This is an optimization exercise on Yosys and OpenROAD, whose aim is small area, a short achievable clock period and few clock cycles, not a production implementation. Only simulation tests tie the RTL to the original design; equivalence was not proved.

## fft
module fft(
	rst_n,
	clk,
	data1,
	fft_go,
	fft_done,
	fft_res
);
==> module fft, before the edit <==
module fft(
	rst_n,
	clk,
	data1,
	fft_go,
	fft_done,
	fft_res
);
	input rst_n;
	input clk;
	input signed [7:0] data1;
	input fft_go;
	output reg fft_done;
	output reg [15:0] fft_res;
	localparam [8:0] OUT0 = 9'd255;              
	localparam [8:0] LAST = OUT0 + 9'd127;       
	reg        run;
	reg  [8:0] cnt;
	always @(posedge clk or negedge rst_n)
		if (!rst_n) begin
			run <= 1'b0;
			cnt <= 9'd0;
		end else if (fft_go) begin
			run <= 1'b1;
			cnt <= 9'd1;
		end else if (run) begin
			cnt <= cnt + 9'd1;
			if (cnt == LAST)
				run <= 1'b0;
		end
	always @(posedge clk or negedge rst_n)
		if (!rst_n)
			fft_done <= 1'b0;
		else
			fft_done <= run & ~fft_go & (cnt >= OUT0 - 9'd1) & (cnt <= LAST - 9'd1);
	reg  bypA, bypB, bypC, modeA, modeB, modeC;
	reg  inj0, osel0, lo1, inj1, osel1, inj2, osel2;
	reg  [1:0] lo2;
	reg  inj3, osel3, inj4, osel4, inj5, osel5, inj6, osel6, sel6;
	reg  [5:0] tw3, tw4, tw5, tw6;
	wire [6:0] c7 = cnt[6:0];
	wire [6:0] pA = c7 - 7'd2;       
	wire [6:0] pB = c7 - 7'd65;
	wire [6:0] pC = c7 - 7'd95;
	wire [6:0] j0 = c7 - 7'd109, q0 = c7 - 7'd110;      
	wire [6:0] p1 = c7 - 7'd110, j1 = c7 - 7'd112, q1 = c7 - 7'd114;
	wire [6:0] p2 = c7 - 7'd114, j2 = c7 - 7'd117, q2 = c7 - 7'd121;
	wire [6:0] p3 = c7 - 7'd121, j3 = c7 - 7'd124, q3 = c7 - 7'd132;
	wire [6:0] p4 = c7 - 7'd132, j4 = c7 - 7'd135, q4 = c7 - 7'd151;
	wire [6:0] p5 = c7 - 7'd151, j5 = c7 - 7'd154, q5 = c7 - 7'd186;
	wire [6:0] p6 = c7 - 7'd186, j6 = c7 - 7'd189, q6 = c7 - 7'd253;
	always @(posedge clk) begin
		bypA <= pA[6] & ~pA[0];
		bypB <= pB[5] & ~pB[1];
		bypC <= pC[4] & ~pC[2];
		modeA <= cnt <= 9'd129;
		modeB <= cnt <= 9'd192;
		modeC <= cnt <= 9'd222;
		inj0 <= j0[0];  osel0 <= q0[0];
		lo1 <= p1[0];   inj1 <= j1[1];  osel1 <= q1[1];
		lo2 <= p2[1:0]; inj2 <= j2[2];  osel2 <= q2[2];
		tw3 <= {p3[2:0], 3'd0}; inj3 <= j3[3]; osel3 <= q3[3];
		tw4 <= {p4[3:0], 2'd0}; inj4 <= j4[4]; osel4 <= q4[4];
		tw5 <= {p5[4:0], 1'd0}; inj5 <= j5[5]; osel5 <= q5[5];
		tw6 <= p6[5:0];
		inj6 <= j6[6] & (cnt >= 9'd250);
		osel6 <= q6[6];
		sel6 <= cnt >= 9'd249;
	end
	function automatic [8:0] mul127(input [7:0] x);
		begin
			if (x == 8'h80)
				mul127 = 9'h181;                     
			else if (!x[7] && x != 8'd0)
				mul127 = {1'b0, x} - 9'd1;           
			else
				mul127 = {x[7], x};                  
		end
	endfunction
	reg  [7:0] sc;
	reg  [8:0] sc9;                  
	wire [7:0] sc_n;
	always @(posedge clk) begin
		sc <= sc_n;
		sc9 <= mul127(sc_n);
	end
	wire [7:0]  s_0;
	wire [15:0] s_1, s_2, s_3, s_4, s_5, s_6;
	wire [15:0] r0a, r1a, r2a, i0a, i1a, i2a, r0b, r1b, r2b, i0b, i1b, i2b;
	wire [15:0] r0c, r1c, r2c, i0c, i1c, i2c;
	wire [15:0] r02, r12, r22, i02, i12, i22;
	bf_s0 st0(.clk(clk), .inj(inj0), .osel(osel0), .xin(sc), .r9(sc9), .xout(s_0));
	bf_s1 st1(.clk(clk), .lo(lo1), .inj(inj1), .osel(osel1), .xin(s_0), .xout(s_1));
	cmul2 mul2(.clk(clk), .x(s_1), .lo(lo2), .r0(r02), .r1(r12), .r2(r22), .i0(i02), .i1(i12), .i2(i22));
	butterfly_ra2 #(.S(2)) st2(.clk(clk), .inj(inj2), .osel(osel2), .r0(r02), .r1(r12), .r2(r22), .i0(i02), .i1(i12), .i2(i22), .xin(s_1), .xout(s_2));
	cmul mula(.clk(clk), .x(sel6 ? s_5 : s_2), .idx(sel6 ? tw6 : tw3), .r0(r0a), .r1(r1a), .r2(r2a), .i0(i0a), .i1(i1a), .i2(i2a));
	cmul mulb(.clk(clk), .x(s_3), .idx(tw4), .r0(r0b), .r1(r1b), .r2(r2b), .i0(i0b), .i1(i1b), .i2(i2b));
	cmul mulc(.clk(clk), .x(s_4), .idx(tw5), .r0(r0c), .r1(r1c), .r2(r2c), .i0(i0c), .i1(i1c), .i2(i2c));
	butterfly_ra2 #(.S(3)) st3(.clk(clk), .inj(inj3), .osel(osel3), .r0(r0a), .r1(r1a), .r2(r2a), .i0(i0a), .i1(i1a), .i2(i2a), .xin(s_2), .xout(s_3));
	butterfly_ra2 #(.S(4)) st4(.clk(clk), .inj(inj4), .osel(osel4), .r0(r0b), .r1(r1b), .r2(r2b), .i0(i0b), .i1(i1b), .i2(i2b), .xin(s_3), .xout(s_4));
	butterfly_ra2 #(.S(5)) st5(.clk(clk), .inj(inj5), .osel(osel5), .r0(r0c), .r1(r1c), .r2(r2c), .i0(i0c), .i1(i1c), .i2(i2c), .xin(s_4), .xout(s_5));
	ram128 st6(.clk(clk), .modeA(modeA), .modeB(modeB), .modeC(modeC),
		.bypA(bypA), .bypB(bypB), .bypC(bypC), .din(data1), .dout(sc_n),
		.inj(inj6), .osel(osel6), .r0(r0a), .r1(r1a), .r2(r2a), .i0(i0a), .i1(i1a), .i2(i2a), .xin(s_5), .xout(s_6));
	always @(posedge clk)
		fft_res <= s_6;
endmodule
clock: 8.0 ns
lec_check: 0
cap_margin: 20
core_margin: 2
core_utilization: 40
cts_cluster_diameter: 70
cts_cluster_size: 35
setup_slack_margin: 5.0
slew_margin: 20
run.sh (not shown) runs the stock make flow with config.mk's settings and CLKGATE_MAP_FILE= SYNTH_SCRIPT=/design/flow/synth_recipe.tcl, a recipe that flattens the netlist after the stock synthesis.
The baseline finished with timing, DRC and antenna clean.
Testbench counts at the start, summed over its fixed seeds: cycles 18,384.
Change:
--- a/flow/design.v
+++ b/flow/design.v
@@ -772,11 +772,8 @@
 			if (cnt == LAST)
 				run <= 1'b0;
 		end
-	always @(posedge clk or negedge rst_n)
-		if (!rst_n)
-			fft_done <= 1'b0;
-		else
-			fft_done <= run & ~fft_go & (cnt >= OUT0 - 9'd1) & (cnt <= LAST - 9'd1);
+	always @(posedge clk)
+		fft_done <= run & ~fft_go & (cnt >= OUT0 - 9'd1) & (cnt <= LAST - 9'd1);
 	reg  bypA, bypB, bypC, modeA, modeB, modeC;
 	reg  inj0, osel0, lo1, inj1, osel1, inj2, osel2;
 	reg  [1:0] lo2;
The new run went through all stages and came out clean.
Final cell count rises by 1.6%.
Count of clock-buffer cells in the layout rises by 3.
Global-route usage increases by 0.23 points.
Worst setup slack is better by 160 ps.
Wire length climbs by 2.2%.
Sequential cell count is unchanged.
Fmax rose by 5.3%.
Utilization goes down by 0.22 points.
Via count goes up by 2.4%.
Clock skew is lower by 14 ps.
Non-clock buffer count is lower by 9.
Testbench counts after the change, summed over its fixed seeds: cycles 18,384.

afterwards: timing with drivers on the ports:
How much do the figures lean on ideal ports? The routed layouts below were timed once more, with nothing changed but the port constraints. Step 1, drivers: a clkbuf_16 drives clk and a buf_2 each remaining input, both assumed. Step 2 moves the port delays by t, midway between the first and last clock arrival at a register: inputs arrive t later, outputs are due t later. That takes back most of the time a late clock gives input paths. Three values: ideal, step 1, step 2; two values: the first two.
run	shift t [ns]	setup slack, ns	worst hold slack (ns)	worst setup path at the end	worst register clock-pin slew, ns
the first run	0.914	4.884 / 4.791 / 4.177	0.265 / 0.265 / 0.265	input to register	0.12 / 0.12
the second run	0.897	5.040 / 4.957 / 4.238	0.293 / 0.293 / 0.293	input to register	0.12 / 0.12
After both steps setup and hold are still met in every run listed. The setup slack of the second run, which loses most, moves by -0.083 ns with the drivers and by -0.802 ns with both steps.
